Background: an optimization exercise with open tools, aiming at small area, a short achievable clock period and few clock cycles per item. Do not read the settings as production practice.
No activity file was given, so power comes from the tool's default toggle rates.

// FPU
module FPU(
input [31:0] Data1,
input [31:0] Data2,
input Clock,
input Reset,
input In_Data_Valid,
input Op,
output reg [31:0] Data_Out,
output reg Out_Data_Valid
);
reg [31:0] a0, b0;
reg [11:0] one0, two0, neg0;
reg b23_0, ha0;
reg op0;
wire [25:0] be = {1'b0, |Data2[30:23], Data2[22:0], 1'b0};
integer i;
reg [2:0] vp;
always @(posedge Clock) begin
	a0 <= Data1;
	b0 <= Data2;
	op0 <= Op;
	ha0 <= |Data1[30:23];
	b23_0 <= Op & (|Data2[30:23]);
	for (i = 0; i < 12; i = i + 1) begin
		one0[i] <= Op & (be[2*i+1] ^ be[2*i]);
		two0[i] <= Op & ((be[2*i+2] & ~be[2*i+1] & ~be[2*i]) | (~be[2*i+2] & be[2*i+1] & be[2*i]));
		neg0[i] <= Op & be[2*i+2];
	end
end
always @(posedge Clock)
if (Reset) begin
	vp <= 3'd0;
	Out_Data_Valid <= 1'b0;
end else begin
	vp <= {vp[1:0], In_Data_Valid};
	Out_Data_Valid <= vp[2];
end
wire s1 = a0[31];
wire s2 = b0[31];
wire [7:0] e1 = a0[30:23];
wire [7:0] e2 = b0[30:23];
wire [23:0] MA = {ha0, a0[22:0]};
wire [23:0] MB = {|e2, b0[22:0]};
wire addm = ~op0;
wire swap = b0[30:0] > a0[30:0];
wire ge = e1 >= e2;
wire [7:0] d = ge ? (e1 - e2) : (e2 - e1);
wire [7:0] eL = ge ? e1 : e2;
wire [23:0] ML = swap ? MB : {|e1, a0[22:0]};
wire [23:0] MS = swap ? {|e1, a0[22:0]} : MB;
wire sub = addm & (s1 ^ s2);
wire [23:0] MSs = (op0 || d > 8'd23) ? 24'd0 : (MS >> d[4:0]);
wire [47:0] A0 = {1'b0, ML & {24{addm}}, sub, 22'd0};
wire [47:0] A1 = {sub, MSs ^ {24{sub}}, sub, 22'd0};
wire [47:0] r0, r1;
mul24 mul(.a(MA), .one(one0), .two(two0), .neg(neg0), .b23(b23_0), .en(op0),
	.x0(A0[47:22]), .x1(A1[47:22]), .r0(r0), .r1(r1));
wire [9:0] expm = {2'b00, e1} + {2'b00, e2} - 10'd127;
wire [9:0] base = op0 ? expm : {2'b00, eL};
wire [9:0] thr = base - 10'd254;
wire ff1 = &e1;
wire ff2 = &e2;
wire mz1 = ~|a0[22:0];
wire mz2 = ~|b0[22:0];
wire z1 = ~|a0[30:0];
wire z2 = ~|b0[30:0];
wire nan = (ff1 & ~mz1) | (ff2 & ~mz2);
wire inf1 = ff1 & mz1;
wire inf2 = ff2 & mz2;
wire efa = nan | (inf1 & inf2 & (s1 ^ s2));
wire efm = nan | (z1 & inf2) | (z2 & inf1);
wire [9:0] bp = base + 10'd1;
reg [47:0] row0, row1;
reg [7:0] bp1;
reg [4:0] mpos1;
reg men1, negx1;
reg [4:0] thr1;
reg thrv1, thrge1;
  ...
Size in the first run: ~2900 cells after synthesis, ~100 I/O pins, roughly 0.030 sq mm of cells after synthesis.
export LEC_CHECK = 0
export CAP_MARGIN = 20
export CORE_MARGIN = 2
export CORE_UTILIZATION = 55
export PLACE_DENSITY = 0.65
export SLEW_MARGIN = 20
export SYNTH_HIERARCHICAL = 1
export SYNTH_MINIMUM_KEEP_SIZE = 0
export TNS_END_PERCENT = 5
create_clock -name core_clock -period 15.0 [get_ports {Clock}]
standard.sh (not shown) runs the stock make flow with config.mk's settings and CLKGATE_MAP_FILE= SYNTH_SCRIPT=/design/flow/synth_recipe.tcl, a recipe that flattens the netlist after the stock synthesis.
==> flow/flow/run.sh <==
#!/bin/bash
set -euo pipefail
bash standard.sh SETUP_SLACK_MARGIN=10.9 'BUFFER_PORTS_ARGS=-buffer_cell sky130_fd_sc_hd__buf_1' finish > standard.log 2>&1
Then changed:
--- a/flow/design.v
+++ b/flow/design.v
@@ -681,70 +681,60 @@
 wire mz2 = ~|b0[22:0];
 wire z1 = ~|a0[30:0];
 wire z2 = ~|b0[30:0];
 wire nan = (ff1 & ~mz1) | (ff2 & ~mz2);
 wire inf1 = ff1 & mz1;
 wire inf2 = ff2 & mz2;
 wire efa = nan | (inf1 & inf2 & (s1 ^ s2));
 wire efm = nan | (z1 & inf2) | (z2 & inf1);
 wire [9:0] bp = base + 10'd1;
 reg [47:0] row0, row1;
 reg [7:0] bp1;
-reg [4:0] mpos1;
 reg men1, negx1;
-reg [4:0] thr1;
 reg thrv1, thrge1;
-reg op1, sg1, ef1, nzand1, andz1, e254_1;
+reg op1, sg1, ef1, nzand1, andz1;
 always @(posedge Clock) begin
 	row0 <= r0;
 	row1 <= r1;
 	bp1 <= bp[7:0];
-	mpos1 <= bp[4:0];
 	men1 <= ~bp[9] & (bp <= 10'd24);
 	negx1 <= bp[9];
-	thr1 <= thr[4:0];
 	thrv1 <= ~thr[9] & (thr <= 10'd24);
 	thrge1 <= ~thr[9] & (thr >= 10'd25);
 	op1 <= op0;
 	sg1 <= op0 ? (s1 ^ s2) : (swap ? s2 : s1);
 	ef1 <= op0 ? efm : efa;
 	nzand1 <= ~z1 & ~z2;
 	andz1 <= ~|(a0[30:0] & b0[30:0]);
-	e254_1 <= (eL == 8'd254);
 end
 wire [47:0] X = row0 + row1;
 reg [47:0] X2;
 reg [7:0] bp2;
-reg [4:0] mpos2;
 reg men2, negx2;
-reg [4:0] thr2;
 reg thrv2, thrge2;
-reg op2, sg2, ef2, nzand2, andz2, e254_2;
+reg op2, sg2, ef2, nzand2, andz2;
 always @(posedge Clock) begin
 	X2 <= X;
 	bp2 <= bp1;
-	mpos2 <= mpos1;
 	men2 <= men1;
 	negx2 <= negx1;
-	thr2 <= thr1;
 	thrv2 <= thrv1;
 	thrge2 <= thrge1;
 	op2 <= op1;
 	sg2 <= sg1;
 	ef2 <= ef1;
 	nzand2 <= nzand1;
 	andz2 <= andz1;
-	e254_2 <= e254_1;
 end
 wire negx = negx2;
-wire [24:0] mask = men2 ? (25'h1000000 >> mpos2) : 25'd0;
+wire [24:0] mask = men2 ? (25'h1000000 >> bp2[4:0]) : 25'd0;
 wire [31:0] lzin32 = {X2[47:23] | mask, 7'h7f};
 wire [31:0] lz_z0 = ~lzin32;
 wire [15:0] lz_z1;
 wire [15:0] lz_c1;
 assign lz_z1[0] = lz_z0[1] & lz_z0[0];
 assign lz_c1[0] = lz_z0[1];
 assign lz_z1[1] = lz_z0[3] & lz_z0[2];
 assign lz_c1[1] = lz_z0[3];
 assign lz_z1[2] = lz_z0[5] & lz_z0[4];
 assign lz_c1[2] = lz_z0[5];
 assign lz_z1[3] = lz_z0[7] & lz_z0[6];
@@ -812,23 +802,25 @@
 assign lz_z5[0] = lz_z4[1] & lz_z4[0];
 assign lz_c5[4:0] = lz_z4[1] ? {1'b1, lz_c4[3:0]} : {1'b0, lz_c4[7:4]};
 wire [4:0] cnt = lz_c5;
 wire zeroM = ~|X2[47:23];
 wire [46:0] q0 = X2[46:0];
 wire [46:0] q1 = cnt[4] ? {q0[30:0], 16'd0} : q0;
 wire [46:0] q2 = cnt[3] ? {q1[38:0], 8'd0} : q1;
 wire [46:0] q3 = cnt[2] ? {q2[42:0], 4'd0} : q2;
 wire [46:0] q4 = cnt[1] ? {q3[44:0], 2'd0} : q3;
 wire [46:0] shl = cnt[0] ? {q4[45:0], 1'd0} : q4;
 wire [7:0] et = bp2 - {3'd0, cnt};
-wire [24:0] therm = ~(25'h0ffffff >> thr2);
+wire [4:0] thr5 = bp2[4:0] + 5'd1;
+wire [24:0] therm = ~(25'h0ffffff >> thr5);
 wire OFm = thrge2 | (thrv2 & (|(X2[47:23] & therm)));
-wire OFa = zeroM ? e254_2 : (thrv2 & (((thr2 == 5'd0) & X2[47]) | ((thr2 == 5'd1) & ~X2[47] & X2[46])));
+wire bp255 = (bp2 == 8'd255);
+wire OFa = zeroM ? bp255 : ((bp255 & X2[47]) | ((bp2 == 8'd0) & ~X2[47] & X2[46]));
 wire OF = op2 ? OFm : OFa;
 wire zero25 = ~|lzin32[31:7];
 wire [22:0] mres = (OF || negx || zero25 || (op2 && andz2)) ? 23'd0 : shl[46:24];
 wire [7:0] eres = OF ? 8'hFF :
                   (op2 ? ((nzand2 && !negx) ? et : 8'd0)
                        : (zeroM ? 8'd0 : et));
 always @(posedge Clock)
 	Data_Out <= ef2 ? 32'hFFFFFFFF : {sg2, eres, mres};
 endmodule
What happened: Power rises by 0.97%; utilization climbs by 2.2 points; wire length climbs by 2.3%; synthesized area decreases by 0.56%; final area went up by 2.0%; global-route usage came out higher by 0.16 points; via count climbs by 1.4%; combinational power increases by about 3%; hold slack is worse by 0.0031 ns; setup slack is better by 0.056 ns; synthesized cell count drops by 1.2%; die area shrinks by 0.55%; flip-flop and latch count decreases by 12; first-iteration DRC count increases by 11%.
No run of this note included a check of the RTL's function; only the layout flow was run.

## what the ideal ports hide
How much do the figures lean on ideal ports? The routed layouts below were timed once more, with nothing changed but the port constraints. Step 1 (the two cells are an assumption about what drives the block):
set clk [get_ports {Clock}]
set_driving_cell -lib_cell sky130_fd_sc_hd__clkbuf_16 $clk
set_driving_cell -lib_cell sky130_fd_sc_hd__buf_2 [delete_from_list [all_inputs] $clk]
Step 2, shift: input delay + t, output delay - t, t = (earliest + latest rising clock arrival at the registers) / 2. This alone moves slack from input paths to output paths. a / b / c = no drivers / after step 1 / after step 2; a / b = the first two.
run | t, ns | setup WS [ns] | hold slack, ns | pins driven straight from the clock port
the first run | 0.641 | 10.859 / 10.859 / 10.498 | 0.328 / 0.328 / 0.328 | 1
the second run | 0.635 | 10.915 / 10.898 / 10.405 | 0.324 / 0.324 / 0.324 | 1
After both steps setup and hold are still met in every run listed. For the second run, which loses most, drivers alone change the setup slack by -0.017 ns; drivers and shift together by -0.510 ns.
